Context: an optimization exercise on an open-source flow, tuned for small area, a short achievable clock period and few clock cycles per item. The choices shown serve that exercise and are no tape-out recipe.
No run shown here included a check of the RTL's function; only the layout flow was run.

==> design.v <==
module mult_controller #(
    parameter integer WIDTH = 32
)
(
    input logic clk,
    input logic rst_n,
    input logic start,
    input logic signed [WIDTH - 1: 0] multiplicand,
    input logic signed [WIDTH - 1: 0] multiplier,
    output logic signed [2 * WIDTH - 1: 0] product,
    output logic done
);
    logic busy;                   
    logic sel;                    
    logic [1:0] cnt;             
    logic [31:0] pl;              
    logic bprev;                  
    logic [31:0] ph;              
    logic [39:0] q0, q1;          
    wire [31:0] mx = multiplier;
    wire [8:0] wp = {mx[7:0], 1'b0};
    wire [8:0] wr = {pl[7:0], bprev};
    wire [32:0] am = {multiplicand[31], multiplicand};   
    wire [32:0] a2 = {multiplicand, 1'b0};               
    wire [3:0] ng;
    wire [2:0] wp0 = wp[2:0];
    wire onep0 = wp0[0] ^ wp0[1];
    wire twop0 = (wp0[2] & ~wp0[1] & ~wp0[0]) | (~wp0[2] & wp0[1] & wp0[0]);
    wire [2:0] wr0 = wr[2:0];
    wire oner0 = wr0[0] ^ wr0[1];
    wire twor0 = (wr0[2] & ~wr0[1] & ~wr0[0]) | (~wr0[2] & wr0[1] & wr0[0]);
    wire one0 = sel ? oner0 : onep0;
    wire two0 = sel ? twor0 : twop0;
    assign ng[0] = sel ? wr0[2] : wp0[2];
    wire [32:0] x0 = ((am & {33{one0}}) | (a2 & {33{two0}})) ^ {33{ng[0]}};
    wire [2:0] wp1 = wp[4:2];
    wire onep1 = wp1[0] ^ wp1[1];
    wire twop1 = (wp1[2] & ~wp1[1] & ~wp1[0]) | (~wp1[2] & wp1[1] & wp1[0]);
    wire [2:0] wr1 = wr[4:2];
    wire oner1 = wr1[0] ^ wr1[1];
    wire twor1 = (wr1[2] & ~wr1[1] & ~wr1[0]) | (~wr1[2] & wr1[1] & wr1[0]);
    wire one1 = sel ? oner1 : onep1;
    wire two1 = sel ? twor1 : twop1;
    assign ng[1] = sel ? wr1[2] : wp1[2];
    wire [32:0] x1 = ((am & {33{one1}}) | (a2 & {33{two1}})) ^ {33{ng[1]}};
    wire [2:0] wp2 = wp[6:4];
    wire onep2 = wp2[0] ^ wp2[1];
    wire twop2 = (wp2[2] & ~wp2[1] & ~wp2[0]) | (~wp2[2] & wp2[1] & wp2[0]);
    wire [2:0] wr2 = wr[6:4];
    wire oner2 = wr2[0] ^ wr2[1];
    wire twor2 = (wr2[2] & ~wr2[1] & ~wr2[0]) | (~wr2[2] & wr2[1] & wr2[0]);
    wire one2 = sel ? oner2 : onep2;
    wire two2 = sel ? twor2 : twop2;
    assign ng[2] = sel ? wr2[2] : wp2[2];
    wire [32:0] x2 = ((am & {33{one2}}) | (a2 & {33{two2}})) ^ {33{ng[2]}};
    wire [2:0] wp3 = wp[8:6];
    wire onep3 = wp3[0] ^ wp3[1];
    wire twop3 = (wp3[2] & ~wp3[1] & ~wp3[0]) | (~wp3[2] & wp3[1] & wp3[0]);
    wire [2:0] wr3 = wr[8:6];
    wire oner3 = wr3[0] ^ wr3[1];
    wire twor3 = (wr3[2] & ~wr3[1] & ~wr3[0]) | (~wr3[2] & wr3[1] & wr3[0]);
    wire one3 = sel ? oner3 : onep3;
    wire two3 = sel ? twor3 : twop3;
    assign ng[3] = sel ? wr3[2] : wp3[2];
    wire [32:0] x3 = ((am & {33{one3}}) | (a2 & {33{two3}})) ^ {33{ng[3]}};
    wire s1 = ng[1] ^ x0[2];
    wire c2 = ng[1] & x0[2];
    wire s3 = x0[3] ^ x1[1];
    wire c4 = x0[3] & x1[1];
    wire s5 = ng[2] ^ x0[4] ^ x1[2];
    wire c6 = (ng[2] & x0[4]) | (ng[2] & x1[2]) | (x0[4] & x1[2]);
    wire s7 = x2[0] ^ c4;
    wire c8 = x2[0] & c4;
    wire s9 = x0[5] ^ x1[3] ^ x2[1];
    wire c10 = (x0[5] & x1[3]) | (x0[5] & x2[1]) | (x1[3] & x2[1]);
    wire s11 = c6 ^ c8;
    wire c12 = c6 & c8;
    wire s13 = ng[3] ^ x0[6] ^ x1[4];
    wire c14 = (ng[3] & x0[6]) | (ng[3] & x1[4]) | (x0[6] & x1[4]);
    wire s15 = x2[2] ^ x3[0] ^ c10;
    wire c16 = (x2[2] & x3[0]) | (x2[2] & c10) | (x3[0] & c10);
    wire s17 = s13 ^ c12;
    wire c18 = s13 & c12;
    wire s19 = x0[7] ^ x1[5] ^ x2[3];
    wire c20 = (x0[7] & x1[5]) | (x0[7] & x2[3]) | (x1[5] & x2[3]);
    wire s21 = x3[1] ^ c14 ^ s19;
    wire c22 = (x3[1] & c14) | (x3[1] & s19) | (c14 & s19);
    wire s23 = c16 ^ c18;
    wire c24 = c16 & c18;
    wire s25 = x0[8] ^ x1[6] ^ x2[4];
    wire c26 = (x0[8] & x1[6]) | (x0[8] & x2[4]) | (x1[6] & x2[4]);
    wire s27 = x3[2] ^ c20 ^ s25;
    wire c28 = (x3[2] & c20) | (x3[2] & s25) | (c20 & s25);
    wire s29 = c22 ^ s27;
    wire c30 = c22 & s27;
    wire s31 = x0[9] ^ x1[7] ^ x2[5];
    wire c32 = (x0[9] & x1[7]) | (x0[9] & x2[5]) | (x1[7] & x2[5]);
    wire s33 = x3[3] ^ c26 ^ s31;
    wire c34 = (x3[3] & c26) | (x3[3] & s31) | (c26 & s31);
    wire s35 = c28 ^ s33;
    wire c36 = c28 & s33;
    wire s37 = x0[10] ^ x1[8] ^ x2[6];
    wire c38 = (x0[10] & x1[8]) | (x0[10] & x2[6]) | (x1[8] & x2[6]);
    wire s39 = x3[4] ^ c32 ^ s37;
    wire c40 = (x3[4] & c32) | (x3[4] & s37) | (c32 & s37);
    wire s41 = c34 ^ s39;
    wire c42 = c34 & s39;
    wire s43 = x0[11] ^ x1[9] ^ x2[7];
    wire c44 = (x0[11] & x1[9]) | (x0[11] & x2[7]) | (x1[9] & x2[7]);
    wire s45 = x3[5] ^ c38 ^ s43;
    wire c46 = (x3[5] & c38) | (x3[5] & s43) | (c38 & s43);
    wire s47 = c40 ^ s45;
    wire c48 = c40 & s45;
    wire s49 = x0[12] ^ x1[10] ^ x2[8];
    wire c50 = (x0[12] & x1[10]) | (x0[12] & x2[8]) | (x1[10] & x2[8]);
    wire s51 = x3[6] ^ c44 ^ s49;
    wire c52 = (x3[6] & c44) | (x3[6] & s49) | (c44 & s49);
    wire s53 = c46 ^ s51;
    wire c54 = c46 & s51;
    wire s55 = x0[13] ^ x1[11] ^ x2[9];
    wire c56 = (x0[13] & x1[11]) | (x0[13] & x2[9]) | (x1[11] & x2[9]);
    wire s57 = x3[7] ^ c50 ^ s55;
    wire c58 = (x3[7] & c50) | (x3[7] & s55) | (c50 & s55);
    wire s59 = c52 ^ s57;
    wire c60 = c52 & s57;
    wire s61 = x0[14] ^ x1[12] ^ x2[10];
    wire c62 = (x0[14] & x1[12]) | (x0[14] & x2[10]) | (x1[12] & x2[10]);
    wire s63 = x3[8] ^ c56 ^ s61;
    wire c64 = (x3[8] & c56) | (x3[8] & s61) | (c56 & s61);
    wire s65 = c58 ^ s63;
    wire c66 = c58 & s63;
    wire s67 = x0[15] ^ x1[13] ^ x2[11];
    wire c68 = (x0[15] & x1[13]) | (x0[15] & x2[11]) | (x1[13] & x2[11]);
    wire s69 = x3[9] ^ c62 ^ s67;
    wire c70 = (x3[9] & c62) | (x3[9] & s67) | (c62 & s67);
    wire s71 = c64 ^ s69;
    wire c72 = c64 & s69;
    wire s73 = x0[16] ^ x1[14] ^ x2[12];
    wire c74 = (x0[16] & x1[14]) | (x0[16] & x2[12]) | (x1[14] & x2[12]);
    wire s75 = x3[10] ^ c68 ^ s73;
    wire c76 = (x3[10] & c68) | (x3[10] & s73) | (c68 & s73);
    wire s77 = c70 ^ s75;
    wire c78 = c70 & s75;
    wire s79 = x0[17] ^ x1[15] ^ x2[13];
    wire c80 = (x0[17] & x1[15]) | (x0[17] & x2[13]) | (x1[15] & x2[13]);
    wire s81 = x3[11] ^ c74 ^ s79;
    wire c82 = (x3[11] & c74) | (x3[11] & s79) | (c74 & s79);
    wire s83 = c76 ^ s81;
    wire c84 = c76 & s81;
    wire s85 = x0[18] ^ x1[16] ^ x2[14];
    wire c86 = (x0[18] & x1[16]) | (x0[18] & x2[14]) | (x1[16] & x2[14]);
    wire s87 = x3[12] ^ c80 ^ s85;
    wire c88 = (x3[12] & c80) | (x3[12] & s85) | (c80 & s85);
    wire s89 = c82 ^ s87;
    wire c90 = c82 & s87;
    wire s91 = x0[19] ^ x1[17] ^ x2[15];
    wire c92 = (x0[19] & x1[17]) | (x0[19] & x2[15]) | (x1[17] & x2[15]);
    wire s93 = x3[13] ^ c86 ^ s91;
    wire c94 = (x3[13] & c86) | (x3[13] & s91) | (c86 & s91);
    wire s95 = c88 ^ s93;
    wire c96 = c88 & s93;
    wire s97 = x0[20] ^ x1[18] ^ x2[16];
    wire c98 = (x0[20] & x1[18]) | (x0[20] & x2[16]) | (x1[18] & x2[16]);
    wire s99 = x3[14] ^ c92 ^ s97;
    wire c100 = (x3[14] & c92) | (x3[14] & s97) | (c92 & s97);
    wire s101 = c94 ^ s99;
    wire c102 = c94 & s99;
    wire s103 = x0[21] ^ x1[19] ^ x2[17];
    wire c104 = (x0[21] & x1[19]) | (x0[21] & x2[17]) | (x1[19] & x2[17]);
    wire s105 = x3[15] ^ c98 ^ s103;
    wire c106 = (x3[15] & c98) | (x3[15] & s103) | (c98 & s103);
    wire s107 = c100 ^ s105;
    wire c108 = c100 & s105;
    wire s109 = x0[22] ^ x1[20] ^ x2[18];
    wire c110 = (x0[22] & x1[20]) | (x0[22] & x2[18]) | (x1[20] & x2[18]);
    wire s111 = x3[16] ^ c104 ^ s109;
    wire c112 = (x3[16] & c104) | (x3[16] & s109) | (c104 & s109);
    wire s113 = c106 ^ s111;
    wire c114 = c106 & s111;
    wire s115 = x0[23] ^ x1[21] ^ x2[19];
    wire c116 = (x0[23] & x1[21]) | (x0[23] & x2[19]) | (x1[21] & x2[19]);
    wire s117 = x3[17] ^ c110 ^ s115;
    wire c118 = (x3[17] & c110) | (x3[17] & s115) | (c110 & s115);
    wire s119 = c112 ^ s117;
    wire c120 = c112 & s117;
    wire s121 = x0[24] ^ x1[22] ^ x2[20];
    wire c122 = (x0[24] & x1[22]) | (x0[24] & x2[20]) | (x1[22] & x2[20]);
    wire s123 = x3[18] ^ c116 ^ s121;
    wire c124 = (x3[18] & c116) | (x3[18] & s121) | (c116 & s121);
    wire s125 = c118 ^ s123;
    wire c126 = c118 & s123;
    wire s127 = x0[25] ^ x1[23] ^ x2[21];
    wire c128 = (x0[25] & x1[23]) | (x0[25] & x2[21]) | (x1[23] & x2[21]);
    wire s129 = x3[19] ^ c122 ^ s127;
    wire c130 = (x3[19] & c122) | (x3[19] & s127) | (c122 & s127);
    wire s131 = c124 ^ s129;
    wire c132 = c124 & s129;
    wire s133 = x0[26] ^ x1[24] ^ x2[22];
    wire c134 = (x0[26] & x1[24]) | (x0[26] & x2[22]) | (x1[24] & x2[22]);
    wire s135 = x3[20] ^ c128 ^ s133;
    wire c136 = (x3[20] & c128) | (x3[20] & s133) | (c128 & s133);
    wire s137 = c130 ^ s135;
    wire c138 = c130 & s135;
    wire s139 = x0[27] ^ x1[25] ^ x2[23];
    wire c140 = (x0[27] & x1[25]) | (x0[27] & x2[23]) | (x1[25] & x2[23]);
    wire s141 = x3[21] ^ c134 ^ s139;
    wire c142 = (x3[21] & c134) | (x3[21] & s139) | (c134 & s139);
    wire s143 = c136 ^ s141;
    wire c144 = c136 & s141;
    wire s145 = x0[28] ^ x1[26] ^ x2[24];
    wire c146 = (x0[28] & x1[26]) | (x0[28] & x2[24]) | (x1[26] & x2[24]);
    wire s147 = x3[22] ^ c140 ^ s145;
    wire c148 = (x3[22] & c140) | (x3[22] & s145) | (c140 & s145);
    wire s149 = c142 ^ s147;
    wire c150 = c142 & s147;
    wire s151 = x0[29] ^ x1[27] ^ x2[25];
    wire c152 = (x0[29] & x1[27]) | (x0[29] & x2[25]) | (x1[27] & x2[25]);
    wire s153 = x3[23] ^ c146 ^ s151;
    wire c154 = (x3[23] & c146) | (x3[23] & s151) | (c146 & s151);
    wire s155 = c148 ^ s153;
    wire c156 = c148 & s153;
    wire s157 = x0[30] ^ x1[28] ^ x2[26];
    wire c158 = (x0[30] & x1[28]) | (x0[30] & x2[26]) | (x1[28] & x2[26]);
    wire s159 = x3[24] ^ c152 ^ s157;
    wire c160 = (x3[24] & c152) | (x3[24] & s157) | (c152 & s157);
    wire s161 = c154 ^ s159;
    wire c162 = c154 & s159;
    wire s163 = x0[31] ^ x1[29] ^ x2[27];
    wire c164 = (x0[31] & x1[29]) | (x0[31] & x2[27]) | (x1[29] & x2[27]);
    wire s165 = x3[25] ^ c158 ^ s163;
    wire c166 = (x3[25] & c158) | (x3[25] & s163) | (c158 & s163);
    wire s167 = c160 ^ s165;
    wire c168 = c160 & s165;
    wire s169 = x1[30] ^ x2[28] ^ x3[26];
    wire c170 = (x1[30] & x2[28]) | (x1[30] & x3[26]) | (x2[28] & x3[26]);
    wire s171 = x0[32] ^ c164 ^ s169;
    wire c172 = (x0[32] & c164) | (x0[32] & s169) | (c164 & s169);
    wire s173 = c166 ^ s171;
    wire c174 = c166 & s171;
    wire s175 = x1[31] ^ x2[29] ^ x3[27];
    wire c176 = (x1[31] & x2[29]) | (x1[31] & x3[27]) | (x2[29] & x3[27]);
    wire s177 = x0[32] ^ c170 ^ s175;
    wire c178 = (x0[32] & c170) | (x0[32] & s175) | (c170 & s175);
    wire s179 = c172 ^ s177;
    wire c180 = c172 & s177;
    wire s181 = ~x1[32] ^ x2[30] ^ x3[28];
    wire c182 = (~x1[32] & x2[30]) | (~x1[32] & x3[28]) | (x2[30] & x3[28]);
    wire s183 = ~x0[32] ^ c176 ^ s181;
    wire c184 = (~x0[32] & c176) | (~x0[32] & s181) | (c176 & s181);
    wire s185 = c178 ^ s183;
    wire c186 = c178 & s183;
    wire s187 = 1'b1 ^ x2[31] ^ x3[29];
    wire c188 = (1'b1 & x2[31]) | (1'b1 & x3[29]) | (x2[31] & x3[29]);
    wire s189 = c182 ^ s187 ^ c184;
    wire c190 = (c182 & s187) | (c182 & c184) | (s187 & c184);
    wire s191 = ~x2[32] ^ x3[30] ^ c188;
    wire c192 = (~x2[32] & x3[30]) | (~x2[32] & c188) | (x3[30] & c188);
    wire s193 = 1'b1 ^ x3[31];
    wire c194 = 1'b1 & x3[31];
    always_ff @(posedge clk) begin
        q0 <= {1'b1, ~x3[32], c192, c190, c186, c180, c174, c168, c162, c156, c150, c144, c138, c132, c126, c120, c114, c108, c102, c96, c90, c84, c78, c72, c66, c60, c54, c48, c42, c36, c30, c24, s21, s15, s9, s5, c2, x1[0], x0[1], x0[0]};
        q1 <= {1'b0, c194, s193, s191, s189, s185, s179, s173, s167, s161, s155, s149, s143, s137, s131, s125, s119, s113, s107, s101, s95, s89, s83, s77, s71, s65, s59, s53, s47, s41, s35, s29, s23, s17, s11, s7, s3, s1, 1'b0, ng[0]};
    end
    wire [39:0] acc = {{8{ph[31]}}, ph};
    wire [39:0] t0 = acc ^ q0 ^ q1;
    wire [39:0] t1 = {(acc[38:0] & q0[38:0]) | (acc[38:0] & q1[38:0]) | (q0[38:0] & q1[38:0]), 1'b0};
    wire [39:0] sum = t0 + t1;
    always_ff @(posedge clk or negedge rst_n) begin
        if (!rst_n) begin
            busy <= 1'b0;
            sel  <= 1'b0;
            cnt  <= '0;
            done <= 1'b0;
        end else if (busy) begin
            sel  <= cnt < 2'd2;
            cnt  <= cnt + 1'b1;
            if (cnt == 2'd3) begin
                busy <= 1'b0;
                done <= 1'b1;
            end
        end else if (start) begin
            busy <= 1'b1;
            sel  <= 1'b1;
            cnt  <= '0;
            done <= 1'b0;
        end
    end
    always_ff @(posedge clk) begin
        if (busy) begin
            pl    <= {sum[7:0], pl[31:8]};
            ph    <= sum[39:8];
            bprev <= pl[7];
        end else if (start) begin
            ph    <= '0;
            pl    <= {8'd0, mx[31:8]};
            bprev <= mx[7];
        end
    end
    assign product = {ph, pl};
endmodule
==> flow/run.sh <==
#!/bin/bash
# The standard layout, except that the port buffers are plain buffers
# (sky130_fd_sc_hd__buf_1, which timing repair may resize) instead of the
# delay cells buffer_ports picks by default.
set -euo pipefail
echo 'export BUFFER_PORTS_ARGS = -buffer_cell sky130_fd_sc_hd__buf_1' >> config.mk
bash standard.sh > standard.log 2>&1
==> standard.sh <==
#!/bin/bash
# synth_recipe.tcl (not shown) runs the flow's synth.tcl, then flattens the netlist and writes it again
# the make line also repeats each setting of config.mk as NAME=value (left out here)
make -C /OpenROAD-flow-scripts/flow DESIGN_CONFIG=/design/flow/config.mk WORK_HOME=/design/flow/orfs CLKGATE_MAP_FILE= SYNTH_SCRIPT=/design/flow/synth_recipe.tcl "${@:-finish}"
==> config.mk <==
export PLATFORM = sky130hd
export DESIGN_NAME = mult_controller
export DESIGN_NICKNAME = mult_controller
export VERILOG_FILES = /design/flow/design.v
export SDC_FILE = /design/flow/constraint.sdc
export NUM_CORES = 4
export LEC_CHECK = 0
export ABC_AREA = 1
export CAP_MARGIN = 20
export CORE_MARGIN = 2
export CORE_UTILIZATION = 40
export CTS_BUF_LIST = sky130_fd_sc_hd__clkbuf_8
export SETUP_SLACK_MARGIN = 1.3
export SLEW_MARGIN = 20
export BUFFER_PORTS_ARGS = -buffer_cell sky130_fd_sc_hd__buf_1
==> constraint.sdc <==
create_clock -name core_clock -period 4.5 [get_ports {clk}]
set_input_delay 0.9000 -clock core_clock [delete_from_list [all_inputs] [get_ports {clk}]]
set_output_delay 0.9000 -clock core_clock [all_outputs]
set_load 0.01 [all_outputs]
==> results_dict.tcl, run 1 <==
set metrics [dict create \
    grt_remaining_overflow 0 \
    wire_per_inst_microns 17.5 \
    grt_max_degree 52 \
    cts_hold_buffers 0 \
    drt-total-wl_mm 35.5 \
    status "finished clean" \
    period_needed_ns 3.14 \
    fp.dieW_microns 182 \
    yosys_warnings 1 \
    initial_core_util_pct 40.4 \
    worst_slew_pin_slew_ns 1.01 \
    reg2reg_from "pl[1]" \
    drv_cap 0 \
    core_area_sq_um 31500 \
    cp_max_fo 12 \
    nets 1853 \
    critPathLaunch "pl[1]" \
    hold_ws_ns 0.262 \
    worst_slack_ns 1.36 \
    avgSynthCellArea_sq_um 8.64 \
    cts.sinks 147 \
    antenna_cells 0 \
    fmax_ghz 0.318 \
    hold_viol 0 \
    setup.worst_path.start_class "register" \
    end_kind "register" \
    path_buf_inv 2 \
    grt_pass1_vias 10064 \
    seq_area_frac_synth_pct 28.4 \
    grt_pass1_wl_mm 55.7 \
    place_ws_ns 0.717 \
    slew_violations 0 \
    hpwl_mm 27.3 \
    die_area_sq_um 33300 \
    cts_buffers 17 \
    place_congestion 0.891 \
    setup_tns_ns 0 \
    die_height_microns 182 \
    critPathSlowestCell "fa_1" \
    highest_layer "met4" \
    cts_root_buf "clkbuf_8" \
    path_class "reg2reg" \
    drive_gt1_share_pct 10.1 \
    crit_arrival_ns 3.51 \
    via_count 10341 \
    pin_count 132 \
    num-fill-cells 3058 \
    cts_buffer_depth 2 \
    fin_worst_skew_ns 0.0178 \
    std_cell_rows 65 \
    synth_nets 1716 \
    timing.final.crit_share_pct 69.9 \
    grt_use_total_pct 21.5 \
    synthToLayoutAreaGrowth_pct 12.7 \
    worstPathRequired_ns 4.87 \
    cts_tree "done" \
    post-route-util_pct 45.6 \
    ant_nets 0 \
    syn-instance-count 1474 \
    synth_area_leaders "fa_1, edfxtp_1, dfxtp_1, nand2_1, xor2_1" \
    relSlewSlack_pct 32.8 \
    dr.pass1.iters 6 \
    antenna_found_initial 0 \
    wl_met1_mm 16.6 \
    clock_latency_ns 0.47 \
    post-synth-top-area-cell "fa_1" \
    hold_path.class "in2async" \
    drc 0 \
    grt_setup_unrepaired "true" \
    finalSetupViolCount 0 \
    max_stage_delay_ns 0.55 \
    path_cells "nor2_4 -> nor2_1 -> a31oi_1 -> nand2_2 -> clkbuf_16 -> o22ai_2 -> xor2_1 -> fa_1 -> fa_1 -> inv_1 -> ha_1" \
    cpMostUsedCell "fa_1" \
    wl_met2_mm 16.5 \
    clk_pin_slew_ns 0.10 \
    viasPerCell 5.10 \
    dr_wl_met3_mm 1.67 \
    drtIter0Drc 811 \
    synth_area_sq_um 12700 \
    ys_ff_latch 147 \
    synth_flop_cell "dfxtp_1" \
    async_flop_share_pct 3.40 \
    critical-path-top-delay-family "adder cells" \
    htree_levels 4 \
    yosys.area.top_type_share_pct 15.9 \
    synth_edf_count 65 \
    port_buffers 131 \
    synth_cell_types 41 \
]
[cells by family after synthesis]
logic type               after synthesis  share of synthesized area, %
AND/OR/NAND/NOR                      497                          15.3
buffers and inverters                281                          9.43
AO/OA/AOI/OAI                        240                          14.5
adder cells (fa/ha/maj)              175                          23.2
flip-flops                           147                          28.4
XOR/XNOR                             134                          9.22
[routing by layer]
metal,up-vias,track usage [%]
met4,0,5.71
met5,-,0
met3,39,2.47
met1,4965,30.8
li1,5019,-
met2,318,34.5
[layout by cell type (no fill, tap or decap), types with 36 or more instances in the layout]
| master | Yosys | final |
|---|---|---|
| nand2_1 | 340 | 339 |
| ha_1 | 74 | 74 |
| fa_1 | 101 | 101 |
| o22ai_2 | 60 | 59 |
| nor2_1 | 106 | 103 |
| dfxtp_1 | 77 | 77 |
| o22ai_1 | 61 | 60 |
| inv_1 | 225 | 224 |
| nand3_1 | 36 | 36 |
| a21oi_1 | 61 | 61 |
| buf_1 | 0 | 130 |
| xor2_1 | 132 | 128 |
| edfxtp_1 | 65 | 65 |
[registers in the layout (all words and copies together), names as in the netlist]
signal	cells
pl	32
cnt	2
sel	1
busy	1
q0	39
bprev	1
done	1
q1	38
ph	32
[final cells by class]
class                      instances  area, sq um  area share [%]
tap                              402          503            3.50
multi-input combinational       1046         7980            55.6
timing repair buffer             166          942            6.56
clock inverter                    15          168            1.17
sequential                       147         3620            25.2
inverter                         233          900            6.27
clock buffer                      17          234            1.63
[path summary, 6_finish.rpt]
| path | end | slack [ns] | cells after the start |
|---|---|---|---|
| max | q1[14] | 1.36 | 11 |
| min | busy | 0.26 | 1 |
| max reg2reg | q1[14] | 1.36 | 11 |
| min reg2reg | cnt[0] | 0.49 | 1 |
| max in group asynchronous | sel | 4.00 | 1 |
| min in group core_clock | cnt[0] | 0.49 | 1 |
[stage by stage]
step                      cells  instance area [sq um]
after global routing       2026                  14400
after CTS                  2008                  14000
final                      2026                  14400
after floorplan            1474                  12700
after global placement     1971                  13500
after detailed placement   1971                  13500
[synthesized netlist by cell type (2+ instances only)]
master / number
a21oi_1: 61
a22o_1: 2
a22oi_2: 2
a31oi_1: 2
buf_2: 14
buf_4: 12
buf_6: 11
clkbuf_1: 11
dfrtp_1: 5
dfxtp_1: 77
edfxtp_1: 65
fa_1: 101
ha_1: 74
inv_1: 225
inv_2: 8
nand2_1: 340
nand2_2: 4
nand3_1: 36
nor2_1: 106
nor3_1: 5
o21a_1: 3
o21ai_0: 33
o21ai_1: 2
o21ai_2: 2
o21bai_1: 4
o22ai_1: 61
o22ai_2: 60
o31ai_4: 2
or2_2: 2
xnor2_1: 2
xor2_1: 132
[repair_timing]
action | 4_1_cts | 5_1_grt
cloned | 0 | 5
setup buffers | 5 | 13
endpoints found under the setup margin | 59 | 44
resized for setup | 8 | 33
pin swaps | 1 | 14
==> inputs of run 2 (changes only) <==
--- a/design.v
+++ b/design.v
@@ -11,7 +11,6 @@
     output logic done
 );
     logic busy;                   
-    logic sel;                    
     logic [1:0] cnt;             
     logic [31:0] pl;              
     logic bprev;                  
@@ -29,9 +28,9 @@
     wire [2:0] wr0 = wr[2:0];
     wire oner0 = wr0[0] ^ wr0[1];
     wire twor0 = (wr0[2] & ~wr0[1] & ~wr0[0]) | (~wr0[2] & wr0[1] & wr0[0]);
-    wire one0 = sel ? oner0 : onep0;
-    wire two0 = sel ? twor0 : twop0;
-    assign ng[0] = sel ? wr0[2] : wp0[2];
+    wire one0 = start ? onep0 : oner0;
+    wire two0 = start ? twop0 : twor0;
+    assign ng[0] = start ? wp0[2] : wr0[2];
     wire [32:0] x0 = ((am & {33{one0}}) | (a2 & {33{two0}})) ^ {33{ng[0]}};
     wire [2:0] wp1 = wp[4:2];
     wire onep1 = wp1[0] ^ wp1[1];
@@ -39,9 +38,9 @@
     wire [2:0] wr1 = wr[4:2];
     wire oner1 = wr1[0] ^ wr1[1];
     wire twor1 = (wr1[2] & ~wr1[1] & ~wr1[0]) | (~wr1[2] & wr1[1] & wr1[0]);
-    wire one1 = sel ? oner1 : onep1;
-    wire two1 = sel ? twor1 : twop1;
-    assign ng[1] = sel ? wr1[2] : wp1[2];
+    wire one1 = start ? onep1 : oner1;
+    wire two1 = start ? twop1 : twor1;
+    assign ng[1] = start ? wp1[2] : wr1[2];
     wire [32:0] x1 = ((am & {33{one1}}) | (a2 & {33{two1}})) ^ {33{ng[1]}};
     wire [2:0] wp2 = wp[6:4];
     wire onep2 = wp2[0] ^ wp2[1];
@@ -49,9 +48,9 @@
     wire [2:0] wr2 = wr[6:4];
     wire oner2 = wr2[0] ^ wr2[1];
     wire twor2 = (wr2[2] & ~wr2[1] & ~wr2[0]) | (~wr2[2] & wr2[1] & wr2[0]);
-    wire one2 = sel ? oner2 : onep2;
-    wire two2 = sel ? twor2 : twop2;
-    assign ng[2] = sel ? wr2[2] : wp2[2];
+    wire one2 = start ? onep2 : oner2;
+    wire two2 = start ? twop2 : twor2;
+    assign ng[2] = start ? wp2[2] : wr2[2];
     wire [32:0] x2 = ((am & {33{one2}}) | (a2 & {33{two2}})) ^ {33{ng[2]}};
     wire [2:0] wp3 = wp[8:6];
     wire onep3 = wp3[0] ^ wp3[1];
@@ -59,9 +58,9 @@
     wire [2:0] wr3 = wr[8:6];
     wire oner3 = wr3[0] ^ wr3[1];
     wire twor3 = (wr3[2] & ~wr3[1] & ~wr3[0]) | (~wr3[2] & wr3[1] & wr3[0]);
-    wire one3 = sel ? oner3 : onep3;
-    wire two3 = sel ? twor3 : twop3;
-    assign ng[3] = sel ? wr3[2] : wp3[2];
+    wire one3 = start ? onep3 : oner3;
+    wire two3 = start ? twop3 : twor3;
+    assign ng[3] = start ? wp3[2] : wr3[2];
     wire [32:0] x3 = ((am & {33{one3}}) | (a2 & {33{two3}})) ^ {33{ng[3]}};
     wire s1 = ng[1] ^ x0[2];
     wire c2 = ng[1] & x0[2];
@@ -268,11 +267,9 @@
     always_ff @(posedge clk or negedge rst_n) begin
         if (!rst_n) begin
             busy <= 1'b0;
-            sel  <= 1'b0;
             cnt  <= '0;
             done <= 1'b0;
         end else if (busy) begin
-            sel  <= cnt < 2'd2;
             cnt  <= cnt + 1'b1;
             if (cnt == 2'd3) begin
                 busy <= 1'b0;
@@ -280,7 +277,6 @@
             end
         end else if (start) begin
             busy <= 1'b1;
-            sel  <= 1'b1;
             cnt  <= '0;
             done <= 1'b0;
         end
==> run 2 against run 1 <==
Against the previous run: highest routed layer unchanged; critical path depth grew 1; via count is 0.63% higher; clock skew shrank 0.0036 ns; global-route usage grew 0.41 points; flip-flop and latch count decreased by 1.
==> results_dict.tcl, run 2 <==
set metrics [dict create \
    status "finished clean" \
    port_buffers 131 \
    cp_max_fo 15 \
    path_class "in2reg" \
    cts.sinks 146 \
    via_count 10406 \
    synth_nets 1728 \
    reg2reg_depth 11 \
    synth_area_leaders "fa_1, edfxtp_1, dfxtp_1, nand2_1, xor2_1" \
    hold_ws_ns 0.243 \
    pin_count 132 \
    timing.final.crit_share_pct 69.8 \
    grt_pass1_wl_mm 55.9 \
    avgSynthCellArea_sq_um 8.45 \
    worst_slew_pin_slew_ns 0.999 \
    antenna_cells 0 \
    synth_flop_cell "dfxtp_1" \
    largest_reg_flops 39 \
    post-synth-top-area-cell "fa_1" \
    netlist_top_cells_count "nand2_1, inv_1, xor2_1, nor2_1, fa_1" \
    worstPathRequired_ns 4.86 \
    grt_setup_unrepaired "true" \
    cts_buffer_depth 2 \
    cts_hold_buffers 0 \
    dr.pass1.iters 5 \
    end_kind "register" \
    grt_pass1_vias 10257 \
    reg_top3 "q0 (39), q1 (38)" \
    fin_worst_skew_ns 0.0142 \
    viasPerCell 5.12 \
    period_needed_ns 3.14 \
    fmax_ghz 0.318 \
    synth_area_sq_um 12600 \
    antenna_found_initial 0 \
    drive_gt1_share_pct 11.9 \
    synth_xor_xnor_area_share_pct 9.27 \
    final_cell_mix "nand2_1, inv_1, buf_1" \
    synthSimpleGateAreaFrac_pct 15.5 \
    post-route-util_pct 47.4 \
    finalSetupViolCount 0 \
    synth_mux_area_share_pct 0 \
    cts_buffers 17 \
    drc 0 \
    initial_core_util_pct 40.9 \
    hold_viol 0 \
    die_area_sq_um 32800 \
    relSlewSlack_pct 33.3 \
    final_area_sq_um 14600 \
    syn-instance-count 1486 \
    hpwl_mm 27.1 \
    die_height_microns 181 \
    synth-compound-area-share_pct 13.0 \
    synth_top_family_by_area "adder cells" \
    async_flop_share_pct 2.74 \
    synth_cell_types 35 \
    drtIter0Drc 833 \
    place_congestion 0.894 \
    cts_tree "done" \
    clock_latency_ns 0.48 \
    crit_arrival_ns 3.50 \
    yosys.area.top_type_share_pct 16.1 \
    yosys_warnings 1 \
    clk_pin_slew_ns 0.09 \
    grt_max_degree 62 \
    drt-total-wl_mm 36.5 \
    std_cell_rows 64 \
    synth_edf_count 65 \
    hold_path.class "in2async" \
    cts_root_buf "clkbuf_8" \
    grt_use_total_pct 21.9 \
    ys_ff_latch 146 \
    dpl_cell_area_sq_um 13600 \
    seq_area_frac_synth_pct 28.6 \
    fp.dieW_microns 181 \
    setup.worst_path.start_class "input port" \
    synthToLayoutAreaGrowth_pct 16.0 \
    synth_adder_area_share_pct 23.5 \
    setup_tns_ns 0 \
    ant_nets 0 \
    htree_levels 4 \
    nets 1864 \
    largest_register "q0" \
    grt_remaining_overflow 0 \
    layout_commonest_cell "nand2_1" \
    slew_violations 0 \
    core_area_sq_um 30700 \
    synth.most_common_cell "nand2_1" \
    wire_per_inst_microns 18.0 \
    drv_cap 0 \
]
==> run 2: cell types whose count changed after synthesis, sizes merged, moves of 2 or more <==
cell	before	now
clkinv	0	2
inv	233	240
nand2	344	348
nor2	106	109
o21ai	38	43
or2	3	0
==> run 2: cell families after synthesis <==
logic type	after synthesis
simple gates	500
buf+inv	291
compound gates	241
fa+ha+maj	175
flops	146
xor+xnor	133
==> run 2: layer usage <==
metal / global-route usage (%) / up-vias / share of wire, %
li1: - / 5036 / -
met1: 31.3 / 4916 / 46
met2: 33.9 / 381 / 45
met3: 3.23 / 73 / 6.0
met4: 7.38 / 0 / 3.1
met5: 0 / - / 0
==> run 2: final cells by class <==
type                       instances  area [sq um]
sequential                       146          3590
tap                              396           495
fill                            2995         16200
clock inverter                    15           170
timing repair inverter             3          26.3
clock buffer                      17           234
multi-input combinational       1050          8200
timing repair buffer             162           883
inverter                         242           963
==> run 2: final timing paths <==
check	slack [ns]	from	to
setup reg to reg	1.44	pl[1]	q1[18]
min in group core_clock	0.52	cnt[0]	cnt[0]
hold / removal	0.24	rst_n	cnt[1]
setup / recovery	1.36	start	q1[18]
hold reg to reg	0.52	cnt[0]	cnt[0]
max in group asynchronous	4.05	rst_n	busy
==> run 2: critical path, stage by stage <==
cell       delay [ns]
buf_8            0.13
inv_8            0.13
nand2_2          0.11
o21ai_4          0.21
clkinv_4         0.15
clkbuf_16        0.20
o22ai_2          0.12
xor2_1           0.22
fa_1             0.47
fa_1             0.54
inv_1            0.04
ha_1             0.28
==> run 2: timing repair <==
action	4_1_cts	5_1_grt
pin swaps	9	28
setup endpoints to repair	63	61
gates cloned	2	5
buffers inserted	5	7
resized for setup	17	64
hold endpoints to repair	0	0
==> run 2: stage by stage <==
stage	setup slack (ns)	instances
final	1.36	2031
after global routing	1.27	2031
after CTS	1.29	2019
after detailed placement	0.279	1980
after global placement	0.374	1980
after floorplan	1.23	1486
==> inputs of run 3 (changes only) <==
--- a/config.mk
+++ b/config.mk
@@ -10,6 +10,6 @@
 export CORE_MARGIN = 2
 export CORE_UTILIZATION = 40
 export CTS_BUF_LIST = sky130_fd_sc_hd__clkbuf_8
-export SETUP_SLACK_MARGIN = 1.3
+export SETUP_SLACK_MARGIN = 1.5
 export SLEW_MARGIN = 20
 export BUFFER_PORTS_ARGS = -buffer_cell sky130_fd_sc_hd__buf_1
==> run 3 against run 2 <==
Against the previous run: still clean; fmax decreased by 0.13%; die area unchanged; clock skew increased by 0.0070 ns; core utilization increased by 4.1 points; cell count increased by 2.0%; flip-flop and latch count unchanged; critical path depth increased by 2; clock-buffer cell count unchanged; via count increased by 3.3%; critical path type unchanged; highest routed layer unchanged.
==> results_dict.tcl, run 3 <==
set metrics [dict create \
    synth_area_leaders "fa_1, edfxtp_1, dfxtp_1, nand2_1, xor2_1" \
    wire_per_inst_microns 18.3 \
    synth_edf_count 65 \
    port_buffers 131 \
    cp_max_fo 8 \
    fmax_ghz 0.318 \
    final_area_sq_um 15800 \
    largest_reg_flops 39 \
    cts.sinks 146 \
    drv_cap 0 \
    relSlewSlack_pct 31.7 \
    setup_tns_ns 0 \
    grt_max_degree 64 \
    drt-total-wl_mm 37.9 \
    netlist_top_cells_count "nand2_1, inv_1, xor2_1, nor2_1, fa_1" \
    critPathSlowestCell "fa_1" \
    place_congestion 0.917 \
    multi_input_area_sq_um 8990 \
    ant_nets 0 \
    antenna_cells 0 \
    path_class "in2reg" \
    clock_latency_ns 0.47 \
    drtIter0Drc 765 \
    grt_remaining_overflow 0 \
    async_flop_share_pct 2.74 \
    hold_path.class "in2async" \
    grt_use_total_pct 22.7 \
    synth.most_common_cell "nand2_1" \
    ys_ff_latch 146 \
    dr.pass1.iters 5 \
    end_kind "register" \
    synth-compound-area-share_pct 13.0 \
    grt_pass1_vias 10408 \
    yosys.area.top_type_share_pct 16.1 \
    syn-instance-count 1486 \
    synth_mux_area_share_pct 0 \
    clk_pin_slew_ns 0.10 \
    hold_viol 0 \
    seq_area_frac_synth_pct 28.6 \
    drive_gt1_share_pct 21.1 \
    initial_core_util_pct 40.9 \
    grt_pass1_wl_mm 57.5 \
    status "finished clean" \
    synthSimpleGateAreaFrac_pct 15.5 \
    synth_top_family_by_area "adder cells" \
    pin_count 132 \
    cts_tree "done" \
    timing.final.crit_share_pct 69.9 \
    path_cells "buf_12 -> buf_8 -> nand2_4 -> nor2_2 -> a31oi_2 -> o21ai_4 -> clkinv_4 -> buf_8 -> o22ai_4 -> xor2_2 -> fa_1 -> inv_2 -> fa_1 -> ha_4" \
    via_count 10746 \
    die_height_microns 181 \
    regArea_sq_um 3590 \
    core_area_sq_um 30700 \
    drc 0 \
    worstPathRequired_ns 4.86 \
    setup.worst_path.start_class "input port" \
    fin_worst_skew_ns 0.0212 \
    layout_commonest_cell "nand2_1" \
    std_cell_rows 64 \
    yosys_warnings 1 \
    worst_slew_pin_slew_ns 1.02 \
    synth_cell_types 35 \
    reg_top3 "q0 (39), q1 (38)" \
    avgSynthCellArea_sq_um 8.45 \
    nets 1905 \
    antenna_found_initial 0 \
    grt_setup_unrepaired "true" \
    period_needed_ns 3.14 \
    cts_root_buf "clkbuf_8" \
    dpl_cell_area_sq_um 13700 \
    synth_nets 1728 \
    hpwl_mm 27.4 \
    post-synth-top-area-cell "fa_1" \
    synth_area_sq_um 12600 \
    cts_buffers 17 \
    max_stage_delay_ns 0.57 \
    largest_register "q0" \
    htree_levels 4 \
    finalSetupViolCount 0 \
    synth_xor_xnor_area_share_pct 9.27 \
    synth_adder_area_share_pct 23.5 \
    worst-r2r-setup-slack_ns 1.44 \
    slew_violations 0 \
    num-fill-cells 2888 \
    cts_buffer_depth 2 \
    die_area_sq_um 32800 \
    synth_flop_cell "dfxtp_1" \
    synthToLayoutAreaGrowth_pct 25.9 \
    viasPerCell 5.19 \
    fp.dieW_microns 181 \
    final_cell_mix "nand2_1, inv_1, buf_1" \
    crit_arrival_ns 3.51 \
]
run 3: cell types whose count changed in the layout (fill, tap and decap cells not counted), sizes merged:
cell / delta
buf: +42
bufinv: -1
clkbuf: -2
clkinv: -3
clkinvlp: -1
inv: +4
nand2: +2
run 3: worst paths after layout:
kind                            depth (start not counted)     end   start
min in group core_clock                                 1  cnt[0]  cnt[0]
worst max-delay path                                   14   q1[8]   start
worst min-delay path                                    1    busy   rst_n
worst max register to register                         11   q1[8]   pl[1]
worst min register to register                          1  cnt[0]  cnt[0]
max in group asynchronous                               1  cnt[1]   rst_n
run 3: critical path, delay by kind of cell:
kind            cells  cell delay, ns
simple gates        2            0.08
buf+inv             5            0.61
fa+ha+maj           3            1.33
compound gates      3            0.39
xor+xnor            1            0.18
run 3: cell families after synthesis:
family / after synthesis
flip-flops: 146
adder cells (fa/ha/maj): 175
AND/OR/NAND/NOR: 500
AO/OA/AOI/OAI: 241
buffers and inverters: 291
XOR/XNOR: 133
run 3: cell type report:
| class | count | area share, % |
|---|---|---|
| Multi-Input combinational cell | 1052 | 56.8 |
| Sequential cell | 146 | 22.7 |
| Timing Repair Buffer | 202 | 8.53 |
| Inverter | 242 | 6.14 |
| Tap cell | 396 | 3.13 |
| Clock buffer | 17 | 1.48 |
| Clock inverter | 15 | 1.08 |
| Timing Repair inverter | 2 | 0.111 |
run 3: routing by layer:
layer / GRT usage [%] / vias to the layer above / part of all wire (%)
met2: 35.2 / 390 / 46
li1: - / 5103 / -
met1: 32.1 / 5187 / 46
met3: 3.08 / 66 / 5.5
met5: 0 / - / 0
met4: 8.65 / 0 / 3.2
run 3: metrics by stage:
step           instances  hold WS (ns)  util (%)  setup WS [ns]
2_1_floorplan       1486         0.453         -           1.23
3_3_place_gp        1982         0.473      44.7          0.361
3_5_place_dp        1982         0.494      44.7          0.286
4_1_cts             2050         0.213      48.7           1.42
5_1_grt             2072         0.204      51.5           1.32
6_report            2072         0.234      51.5           1.36
run 3: timing repair:
| item | CTS | global route |
|---|---|---|
| buffers inserted | 29 | 22 |
| pin swaps | 51 | 55 |
| gates resized for setup | 102 | 120 |
| setup endpoints to repair | 70 | 74 |
| endpoints found under the hold margin | 0 | 0 |
| gates cloned | 7 | 0 |
| hold buffers | 0 | 0 |
==> inputs of run 4 (changes only) <==
--- a/design.v
+++ b/design.v
@@ -15,6 +15,7 @@
     logic [31:0] pl;              
     logic bprev;                  
     logic [31:0] ph;              
+    logic kc;                     
     logic [39:0] q0, q1;          
     wire [31:0] mx = multiplier;
     wire [8:0] wp = {mx[7:0], 1'b0};
@@ -28,9 +29,9 @@
     wire [2:0] wr0 = wr[2:0];
     wire oner0 = wr0[0] ^ wr0[1];
     wire twor0 = (wr0[2] & ~wr0[1] & ~wr0[0]) | (~wr0[2] & wr0[1] & wr0[0]);
-    wire one0 = start ? onep0 : oner0;
-    wire two0 = start ? twop0 : twor0;
-    assign ng[0] = start ? wp0[2] : wr0[2];
+    wire one0 = busy ? oner0 : onep0;
+    wire two0 = busy ? twor0 : twop0;
+    assign ng[0] = busy ? wr0[2] : wp0[2];
     wire [32:0] x0 = ((am & {33{one0}}) | (a2 & {33{two0}})) ^ {33{ng[0]}};
     wire [2:0] wp1 = wp[4:2];
     wire onep1 = wp1[0] ^ wp1[1];
@@ -38,9 +39,9 @@
     wire [2:0] wr1 = wr[4:2];
     wire oner1 = wr1[0] ^ wr1[1];
     wire twor1 = (wr1[2] & ~wr1[1] & ~wr1[0]) | (~wr1[2] & wr1[1] & wr1[0]);
-    wire one1 = start ? onep1 : oner1;
-    wire two1 = start ? twop1 : twor1;
-    assign ng[1] = start ? wp1[2] : wr1[2];
+    wire one1 = busy ? oner1 : onep1;
+    wire two1 = busy ? twor1 : twop1;
+    assign ng[1] = busy ? wr1[2] : wp1[2];
     wire [32:0] x1 = ((am & {33{one1}}) | (a2 & {33{two1}})) ^ {33{ng[1]}};
     wire [2:0] wp2 = wp[6:4];
     wire onep2 = wp2[0] ^ wp2[1];
@@ -48,9 +49,9 @@
     wire [2:0] wr2 = wr[6:4];
     wire oner2 = wr2[0] ^ wr2[1];
     wire twor2 = (wr2[2] & ~wr2[1] & ~wr2[0]) | (~wr2[2] & wr2[1] & wr2[0]);
-    wire one2 = start ? onep2 : oner2;
-    wire two2 = start ? twop2 : twor2;
-    assign ng[2] = start ? wp2[2] : wr2[2];
+    wire one2 = busy ? oner2 : onep2;
+    wire two2 = busy ? twor2 : twop2;
+    assign ng[2] = busy ? wr2[2] : wp2[2];
     wire [32:0] x2 = ((am & {33{one2}}) | (a2 & {33{two2}})) ^ {33{ng[2]}};
     wire [2:0] wp3 = wp[8:6];
     wire onep3 = wp3[0] ^ wp3[1];
@@ -58,9 +59,9 @@
     wire [2:0] wr3 = wr[8:6];
     wire oner3 = wr3[0] ^ wr3[1];
     wire twor3 = (wr3[2] & ~wr3[1] & ~wr3[0]) | (~wr3[2] & wr3[1] & wr3[0]);
-    wire one3 = start ? onep3 : oner3;
-    wire two3 = start ? twop3 : twor3;
-    assign ng[3] = start ? wp3[2] : wr3[2];
+    wire one3 = busy ? oner3 : onep3;
+    wire two3 = busy ? twor3 : twop3;
+    assign ng[3] = busy ? wr3[2] : wp3[2];
     wire [32:0] x3 = ((am & {33{one3}}) | (a2 & {33{two3}})) ^ {33{ng[3]}};
     wire s1 = ng[1] ^ x0[2];
     wire c2 = ng[1] & x0[2];
@@ -72,8 +73,8 @@
     wire c8 = x2[0] & c4;
     wire s9 = x0[5] ^ x1[3] ^ x2[1];
     wire c10 = (x0[5] & x1[3]) | (x0[5] & x2[1]) | (x1[3] & x2[1]);
-    wire s11 = c6 ^ c8;
-    wire c12 = c6 & c8;
+    wire s11 = c6 ^ c8 ^ s9;
+    wire c12 = (c6 & c8) | (c6 & s9) | (c8 & s9);
     wire s13 = ng[3] ^ x0[6] ^ x1[4];
     wire c14 = (ng[3] & x0[6]) | (ng[3] & x1[4]) | (x0[6] & x1[4]);
     wire s15 = x2[2] ^ x3[0] ^ c10;
@@ -84,8 +85,8 @@
     wire c20 = (x0[7] & x1[5]) | (x0[7] & x2[3]) | (x1[5] & x2[3]);
     wire s21 = x3[1] ^ c14 ^ s19;
     wire c22 = (x3[1] & c14) | (x3[1] & s19) | (c14 & s19);
-    wire s23 = c16 ^ c18;
-    wire c24 = c16 & c18;
+    wire s23 = c16 ^ s21;
+    wire c24 = c16 & s21;
     wire s25 = x0[8] ^ x1[6] ^ x2[4];
     wire c26 = (x0[8] & x1[6]) | (x0[8] & x2[4]) | (x1[6] & x2[4]);
     wire s27 = x3[2] ^ c20 ^ s25;
@@ -257,13 +258,16 @@
     wire s193 = 1'b1 ^ x3[31];
     wire c194 = 1'b1 & x3[31];
     always_ff @(posedge clk) begin
-        q0 <= {1'b1, ~x3[32], c192, c190, c186, c180, c174, c168, c162, c156, c150, c144, c138, c132, c126, c120, c114, c108, c102, c96, c90, c84, c78, c72, c66, c60, c54, c48, c42, c36, c30, c24, s21, s15, s9, s5, c2, x1[0], x0[1], x0[0]};
-        q1 <= {1'b0, c194, s193, s191, s189, s185, s179, s173, s167, s161, s155, s149, s143, s137, s131, s125, s119, s113, s107, s101, s95, s89, s83, s77, s71, s65, s59, s53, s47, s41, s35, s29, s23, s17, s11, s7, s3, s1, 1'b0, ng[0]};
+        q0 <= {1'b1, ~x3[32], c192, c190, c186, c180, c174, c168, c162, c156, c150, c144, c138, c132, c126, c120, c114, c108, c102, c96, c90, c84, c78, c72, c66, c60, c54, c48, c42, c36, c30, c24, c18, s15, s11, s5, c2, x1[0], x0[1], x0[0]};
+        q1 <= {1'b0, c194, s193, s191, s189, s185, s179, s173, s167, s161, s155, s149, s143, s137, s131, s125, s119, s113, s107, s101, s95, s89, s83, s77, s71, s65, s59, s53, s47, s41, s35, s29, s23, s17, 1'b0, s7, s3, s1, 1'b0, ng[0]};
     end
     wire [39:0] acc = {{8{ph[31]}}, ph};
-    wire [39:0] t0 = acc ^ q0 ^ q1;
-    wire [39:0] t1 = {(acc[38:0] & q0[38:0]) | (acc[38:0] & q1[38:0]) | (q0[38:0] & q1[38:0]), 1'b0};
-    wire [39:0] sum = t0 + t1;
+    wire [39:0] qk = {q1[39:6], kc, q1[4:0]};
+    wire [39:0] t0 = acc ^ q0 ^ qk;
+    wire [39:0] t1 = {(acc[38:0] & q0[38:0]) | (acc[38:0] & qk[38:0]) | (q0[38:0] & qk[38:0]), 1'b0};
+    wire [13:0] lo = t0[12:0] + t1[12:0];
+    wire [26:0] hi = t0[39:13] + t1[39:13];
+    wire [39:0] sum = {hi, lo[12:0]};
     always_ff @(posedge clk or negedge rst_n) begin
         if (!rst_n) begin
             busy <= 1'b0;
@@ -285,12 +289,15 @@
         if (busy) begin
             pl    <= {sum[7:0], pl[31:8]};
             ph    <= sum[39:8];
+            kc    <= lo[13];
             bprev <= pl[7];
         end else if (start) begin
             ph    <= '0;
+            kc    <= 1'b0;
             pl    <= {8'd0, mx[31:8]};
             bprev <= mx[7];
         end
     end
-    assign product = {ph, pl};
+    wire [31:0] phr = {ph[31:5] + kc, ph[4:0]};
+    assign product = {phr, pl};
 endmodule
--- a/config.mk
+++ b/config.mk
@@ -10,6 +10,6 @@
 export CORE_MARGIN = 2
 export CORE_UTILIZATION = 40
 export CTS_BUF_LIST = sky130_fd_sc_hd__clkbuf_8
-export SETUP_SLACK_MARGIN = 1.5
+export SETUP_SLACK_MARGIN = 1.3
 export SLEW_MARGIN = 20
 export BUFFER_PORTS_ARGS = -buffer_cell sky130_fd_sc_hd__buf_1
==> run 4 against run 3 <==
Against the previous run: sequential share of layout area grew 1.1 points; cell count grew 5.0%; register-to-register slack lost 0.099 ns; critical path depth fell by 2; synthesized cell count up 4.8%; worst setup slack got worse by 0.014 ns; core utilization decreased by 4.8 points; wire length decreased by 3.0%; die area up 4.3%; worst hold slack better by 0.017 ns; via count grew 1.7%; highest routed layer unchanged.
==> results_dict.tcl, run 4 <==
set metrics [dict create \
    status "finished clean" \
    cts_buffer_depth 2 \
    crit_arrival_ns 3.52 \
    drc 0 \
    fin_worst_skew_ns 0.0146 \
    cts_root_buf "clkbuf_8" \
    largest_reg_flops 39 \
    hold_viol 0 \
    clock_latency_ns 0.47 \
    synth.most_common_cell "nand2_1" \
    cp_max_fo 16 \
    period_needed_ns 3.16 \
    drtIter0Drc 979 \
    pin_count 132 \
    synth_area_leaders "fa_1, edfxtp_1, dfxtp_1, nand2_1, xor2_1" \
    drive_gt1_share_pct 13.2 \
    dr.pass1.iters 8 \
    initial_core_util_pct 40.5 \
    grt_max_degree 67 \
    place_congestion 0.894 \
    viasPerCell 5.02 \
    core_area_sq_um 32400 \
    r2r-end "q1[17]" \
    fmax_ghz 0.317 \
    die_area_sq_um 34200 \
    std_cell_rows 66 \
    avgSynthCellArea_sq_um 8.42 \
    netlist_top_cells_count "nand2_1, inv_1, xor2_1, nor2_1, fa_1" \
    path_class "reg2reg" \
    clk_pin_slew_ns 0.09 \
    die_height_microns 185 \
    cts.sinks 146 \
    cts_buffers 17 \
    fp.dieW_microns 185 \
    grt_remaining_overflow 0 \
    antenna_found_initial 2 \
    timing.final.crit_share_pct 70.2 \
    finalSetupViolCount 0 \
    synth_nets 1802 \
    ant_nets 0 \
    post-synth-top-area-cell "fa_1" \
    yosys.area.top_type_share_pct 15.7 \
    synth_flop_cell "dfxtp_1" \
    synthToLayoutAreaGrowth_pct 15.3 \
    ys_ff_latch 146 \
    synth_edf_count 66 \
    worstPathRequired_ns 4.87 \
    grt_pass1_vias 10514 \
    reg_top3 "q0 (39), q1 (37)" \
    relSlewSlack_pct 48.0 \
    worst_slew_pin_slew_ns 0.779 \
    grt_use_total_pct 21.4 \
    seq_area_frac_synth_pct 27.5 \
    hold_ws_ns 0.251 \
    num-fill-cells 3218 \
    wire_per_inst_microns 16.9 \
    port_buffers 131 \
    synth_area_sq_um 13100 \
    grt_setup_unrepaired "true" \
    layout_commonest_cell "nand2_1" \
    worst-r2r-setup-slack_ns 1.34 \
    yosys_warnings 1 \
    largest_register "q0" \
    syn-instance-count 1557 \
    htree_levels 4 \
    reg2reg_from "busy" \
    slew_violations 0 \
    end_kind "register" \
    via_count 10929 \
    synth_cell_types 45 \
    drt-total-wl_mm 36.7 \
    async_flop_share_pct 2.74 \
    grt_pass1_wl_mm 56.3 \
    cts_tree "done" \
    hold_path.class "in2async" \
    final_cell_mix "nand2_1, inv_1, xor2_1" \
    drv_cap 0 \
    setup_tns_ns 0 \
    reg2reg_depth 12 \
    setup.worst_path.start_class "register" \
    hpwl_mm 27.1 \
    nets 1963 \
]
==> run 4: changes by cell type after synthesis, moves of 8 or more <==
cell     change
a21oi_1      -9
o22ai_1     -33
o21ai_2     +51
nand2_1     +17
xnor2_1      +8
xor2_1      +18
nand2_2     +12
o22ai_2     -25
==> run 4: routing by layer <==
layer  GRT usage (%)  up-vias  routed length (microns)
met5               0        -                        0
met4            6.38        0                      768
met3            3.38       44                     2180
met2            35.1      363                    17600
met1            29.1     5268                    16200
li1                -     5254                        -
==> run 4: how the worst max path moves through the flow <==
stage | startpoint | endpoint | cells past startpoint
floorplan | multiplier[3] | q1[11] | 10
global placement | multiplier[3] | q1[35] | 12
detailed placement | multiplier[3] | q1[35] | 12
CTS | busy | q1[34] | 12
global route | busy | q1[35] | 13
finish | busy | q1[17] | 12
==> run 4: timing repair <==
action                                  CTS  global route
gates cloned                              3             4
resized for setup                        37            35
setup buffers                             6            38
hold buffers                              0             0
endpoints found under the setup margin   74            53
hold endpoints to repair                  0             0
pin swaps                                 3             7
==> run 4: through the flow <==
stage | worst slack (ns) | utilization, % | std cells | cell area (sq um)
2_1_floorplan | 1.28 | - | 1557 | 13100
3_5_place_dp | 0.643 | 42.9 | 2090 | 13900
6_report | 1.34 | 46.7 | 2175 | 15100
3_3_place_gp | 0.647 | 42.9 | 2090 | 13900
4_1_cts | 1.28 | 44.9 | 2131 | 14500
5_1_grt | 1.22 | 46.7 | 2175 | 15100
==> run 4: cells by family (layout without fill, tap and decap cells) <==
kind of cell	after synthesis	after routing	share of synthesized area (%)
simple gates	553	554	17.1
buf+inv	295	468	10.1
compound gates	226	226	11.8
fa+ha+maj	178	178	22.9
xor+xnor	159	159	10.6
flops	146	146	27.5
other cells	0	2	0
==> run 4: area by class of cell <==
cell class / count / area (sq um) / share of cell area, %
repair inverters: 3 / 26.3 / 0.174
flip-flops and latches: 146 / 3610 / 23.9
clock buffers: 17 / 234 / 1.55
repair buffers: 190 / 1090 / 7.24
inverters: 243 / 945 / 6.25
clock inverters: 15 / 166 / 1.10
multi-input cells: 1117 / 8480 / 56.1
diodes: 2 / 5.00 / 0.0331
well taps: 442 / 553 / 3.66
==> run 4: critical path, stage by stage (launching register included) <==
cell     delay, ns
dfrtp_4       0.59
buf_12        0.18
nand2_2       0.08
nor2_1        0.08
a21oi_4       0.14
buf_12        0.14
nand2_8       0.12
o22ai_1       0.18
xor2_1        0.21
fa_1          0.48
fa_1          0.51
inv_1         0.04
ha_1          0.28
==> inputs of run 5 (changes only) <==
==> flow/run.sh (replaced) <==
#!/bin/bash
# The standard layout, except that:
# - the port buffers are plain buffers (sky130_fd_sc_hd__buf_1, which timing
#   repair may resize) instead of the delay cells buffer_ports picks;
# - synthesis maps adders with yosys's own Brent-Kung carry lookahead instead
#   of the Kogge-Stone extra map (any non-empty SYNTH_OPERATIONS_ARGS drops
#   it; -noshare is already on every synth call).
set -euo pipefail
echo 'export BUFFER_PORTS_ARGS = -buffer_cell sky130_fd_sc_hd__buf_1' >> config.mk
echo 'export SYNTH_OPERATIONS_ARGS = -noshare' >> config.mk
bash standard.sh > standard.log 2>&1
--- a/config.mk
+++ b/config.mk
@@ -13,3 +13,4 @@
 export SETUP_SLACK_MARGIN = 1.3
 export SLEW_MARGIN = 20
 export BUFFER_PORTS_ARGS = -buffer_cell sky130_fd_sc_hd__buf_1
+export SYNTH_OPERATIONS_ARGS = -noshare
==> run 5 against run 4 <==
Against the previous run: wire length down 6.3%; worst setup slack got worse by 0.36 ns; clock skew is 0.016 ns higher; die area is 11% lower; synthesized cell count fell by 27%.
==> results_dict.tcl, run 5 <==
set metrics [dict create \
    setup_tns_ns 0 \
    hold_ws_ns 0.250 \
    initial_core_util_pct 40.7 \
    hpwl_mm 22.3 \
    syn-instance-count 1135 \
    grt_pass1_wl_mm 49.5 \
    worstPathRequired_ns 4.90 \
    yosys_warnings 1 \
    cp_max_fo 8 \
    worst-r2r-setup-slack_ns 1.12 \
    layout_commonest_cell "inv_1" \
    place_congestion 0.828 \
    drt-total-wl_mm 34.4 \
    final_cell_mix "inv_1, nand2_1, xor2_1" \
    synth_area_leaders "fa_1, edfxtp_1, dfxtp_1, xor2_1, ha_1" \
    grt_pass1_vias 8914 \
    path_class "in2reg" \
    cts_buffer_depth 2 \
    hold_path.class "in2async" \
    drv_cap 0 \
    period_needed_ns 3.52 \
    dr.pass1.iters 5 \
    netlist_top_cells_count "inv_1, xor2_1, nand2_1, fa_1, o22ai_1" \
    die_area_sq_um 30600 \
    async_flop_share_pct 2.74 \
    cts_tree "done" \
    status "finished clean" \
    synth.most_common_cell "inv_1" \
    relSlewSlack_pct 44.7 \
    core_area_sq_um 28700 \
    drive_gt1_share_pct 28.0 \
    r2r-end "q1[26]" \
    port_buffers 131 \
    grt_setup_unrepaired "true" \
    largest_reg_flops 39 \
    fin_worst_skew_ns 0.0302 \
    finalSetupViolCount 0 \
    antenna_found_initial 0 \
    via_count 9123 \
    cts.sinks 146 \
    avgSynthCellArea_sq_um 10.3 \
    dpl.cell_count 1621 \
    wire_per_inst_microns 19.8 \
    clock_latency_ns 0.47 \
    synth_nets 1407 \
    end_kind "register" \
    timing.final.crit_share_pct 78.2 \
    grt_use_total_pct 20.9 \
    synth_cell_types 42 \
    pin_count 132 \
    yosys.area.top_type_share_pct 20.6 \
    largest_register "q0" \
    reg2reg_depth 14 \
    cts_hold_buffers 0 \
    synthToLayoutAreaGrowth_pct 31.8 \
    ant_nets 0 \
    synth_flop_cell "dfxtp_1" \
    fp.dieW_microns 175 \
    hold_viol 0 \
    synth_area_sq_um 11700 \
    cts_buffers 17 \
    crit_arrival_ns 3.92 \
    die_height_microns 175 \
    reg_top3 "q0 (39), q1 (37)" \
    ys_ff_latch 146 \
    viasPerCell 5.26 \
    post-synth-top-area-cell "fa_1" \
    nets 1610 \
    drtIter0Drc 754 \
    worst_slew_pin_slew_ns 0.830 \
    drc 0 \
    slew_violations 0 \
    reg2reg_from "busy" \
    std_cell_rows 62 \
    htree_levels 4 \
    fmax_ghz 0.284 \
    synth_edf_count 66 \
    grt_remaining_overflow 0 \
    grt_max_degree 37 \
    clk_pin_slew_ns 0.08 \
    cts_root_buf "clkbuf_8" \
    setup.worst_path.start_class "input port" \
    seq_area_frac_synth_pct 30.9 \
    antenna_cells 0 \
    layout.cells.non_filler 1734 \
]
-- run 5: cell count changes in the layout (fill, tap and decap cells not counted), sizes merged, moves of 37 or more --
cell and change:
nand2 -233, buf +37, o22ai +62, inv -78, o21ai -89, nor2 -56
-- run 5: final cells by class --
cell class	instances	area, sq um
Clock buffer	18	248
Clock inverter	13	146
Fill cell	2469	13300
Inverter	169	644
Multi-Input combinational cell	768	8370
Sequential cell	146	3610
Tap cell	384	480
Timing Repair Buffer	236	1880
-- run 5: kinds of logic after synthesis --
| logic type | after synthesis | share of synthesized area (%) |
|---|---|---|
| buffers and inverters | 221 | 8.15 |
| and+or+nand+nor | 231 | 7.95 |
| DFF | 146 | 30.9 |
| xor gates and xnor gates | 164 | 12.3 |
| adders and majority gates | 205 | 29.7 |
| AOI/OAI and AO/OA | 168 | 11.0 |
-- run 5: metrics by stage --
| stage | util (%) | setup slack [ns] | instance area (sq um) |
|---|---|---|---|
| 2_1_floorplan | - | 1.17 | 11900 |
| 3_3_place_gp | 44.4 | 0.645 | 12700 |
| 3_5_place_dp | 44.4 | 0.553 | 12700 |
| 4_1_cts | 48.4 | 1.12 | 13900 |
| 5_1_grt | 53.6 | 0.944 | 15400 |
| 6_report | 53.6 | 0.982 | 15400 |
-- run 5: repair_timing --
item	4_1_cts	5_1_grt
buffers inserted	30	38
resized for setup	91	194
pin swaps	21	59
setup endpoints to repair	88	83
cloned	6	8
-- run 5: worst max-delay path, stage by stage --
cell     delay, ns
buf_8         0.10
or2_4         0.26
buf_6         0.12
a32oi_4       0.24
buf_12        0.16
buf_6         0.10
buf_8         0.10
buf_16        0.16
o22ai_4       0.09
xor2_2        0.21
fa_1          0.55
inv_2         0.05
fa_2          0.36
fa_2          0.52
-- run 5: worst max-delay path by stage --
stage / startpoint / endpoint / slack, ns / cells after the start
floorplan: multiplier[4] / q1[35] / 1.17 / 9
global placement: multiplier[1] / q1[14] / 0.64 / 12
detailed placement: multiplier[3] / q1[31] / 0.55 / 11
CTS: kc / product[62] / 1.12 / 11
global route: kc / product[62] / 0.94 / 11
finish: multiplier[3] / q1[35] / 0.98 / 14
-- run 5: routing by layer --
metal | track usage [%] | vias to the layer above | routed length, microns
met5 | 0 | - | 0
met4 | 5.38 | 0 | 1060
met3 | 3.55 | 82 | 2440
met2 | 33.0 | 439 | 15600
met1 | 29.9 | 4489 | 15300
li1 | - | 4113 | -

==> afterwards: timing with drivers on the ports <==
The flow's constraints put no driver on any port. The routed layouts listed below were extracted and timed again, unchanged, in two steps. Step 1 assumes that a clkbuf_16 drives the clock port and a buf_2 every other input. Step 2 moves the port delays by t, midway between the first and last clock arrival at a register: inputs arrive t later, outputs are due t later. That takes back most of the time a late clock gives input paths. Three values: no drivers, after step 1, after step 2; two values: the first two.
| run | t, ns | slack for setup (ns) | worst hold slack (ns) | slew at the worst register clock pin (ns) | worst slew at a driven data input, ns |
|---|---|---|---|---|---|
| run 1 | 0.509 | 1.357 / 1.357 / 0.854 | 0.262 / 0.255 / 0.495 | 0.10 / 0.10 | 0.05 |
| run 2 | 0.519 | 1.359 / 1.366 / 0.847 | 0.243 / 0.266 / 0.523 | 0.09 / 0.09 | 0.07 |
| run 3 | 0.508 | 1.355 / 1.353 / 0.845 | 0.234 / 0.235 / 0.502 | 0.10 / 0.10 | 0.07 |
| run 4 | 0.510 | 1.341 / 1.338 / 0.879 | 0.251 / 0.241 / 0.514 | 0.09 / 0.09 | 0.08 |
| run 5 | 0.492 | 0.982 / 0.983 / 0.491 | 0.250 / 0.243 / 0.502 | 0.10 / 0.10 | 0.05 |
After both steps setup and hold are still met in every run listed. For run 2, which loses most, drivers alone change the setup slack by +0.007 ns; drivers and shift together by -0.512 ns.
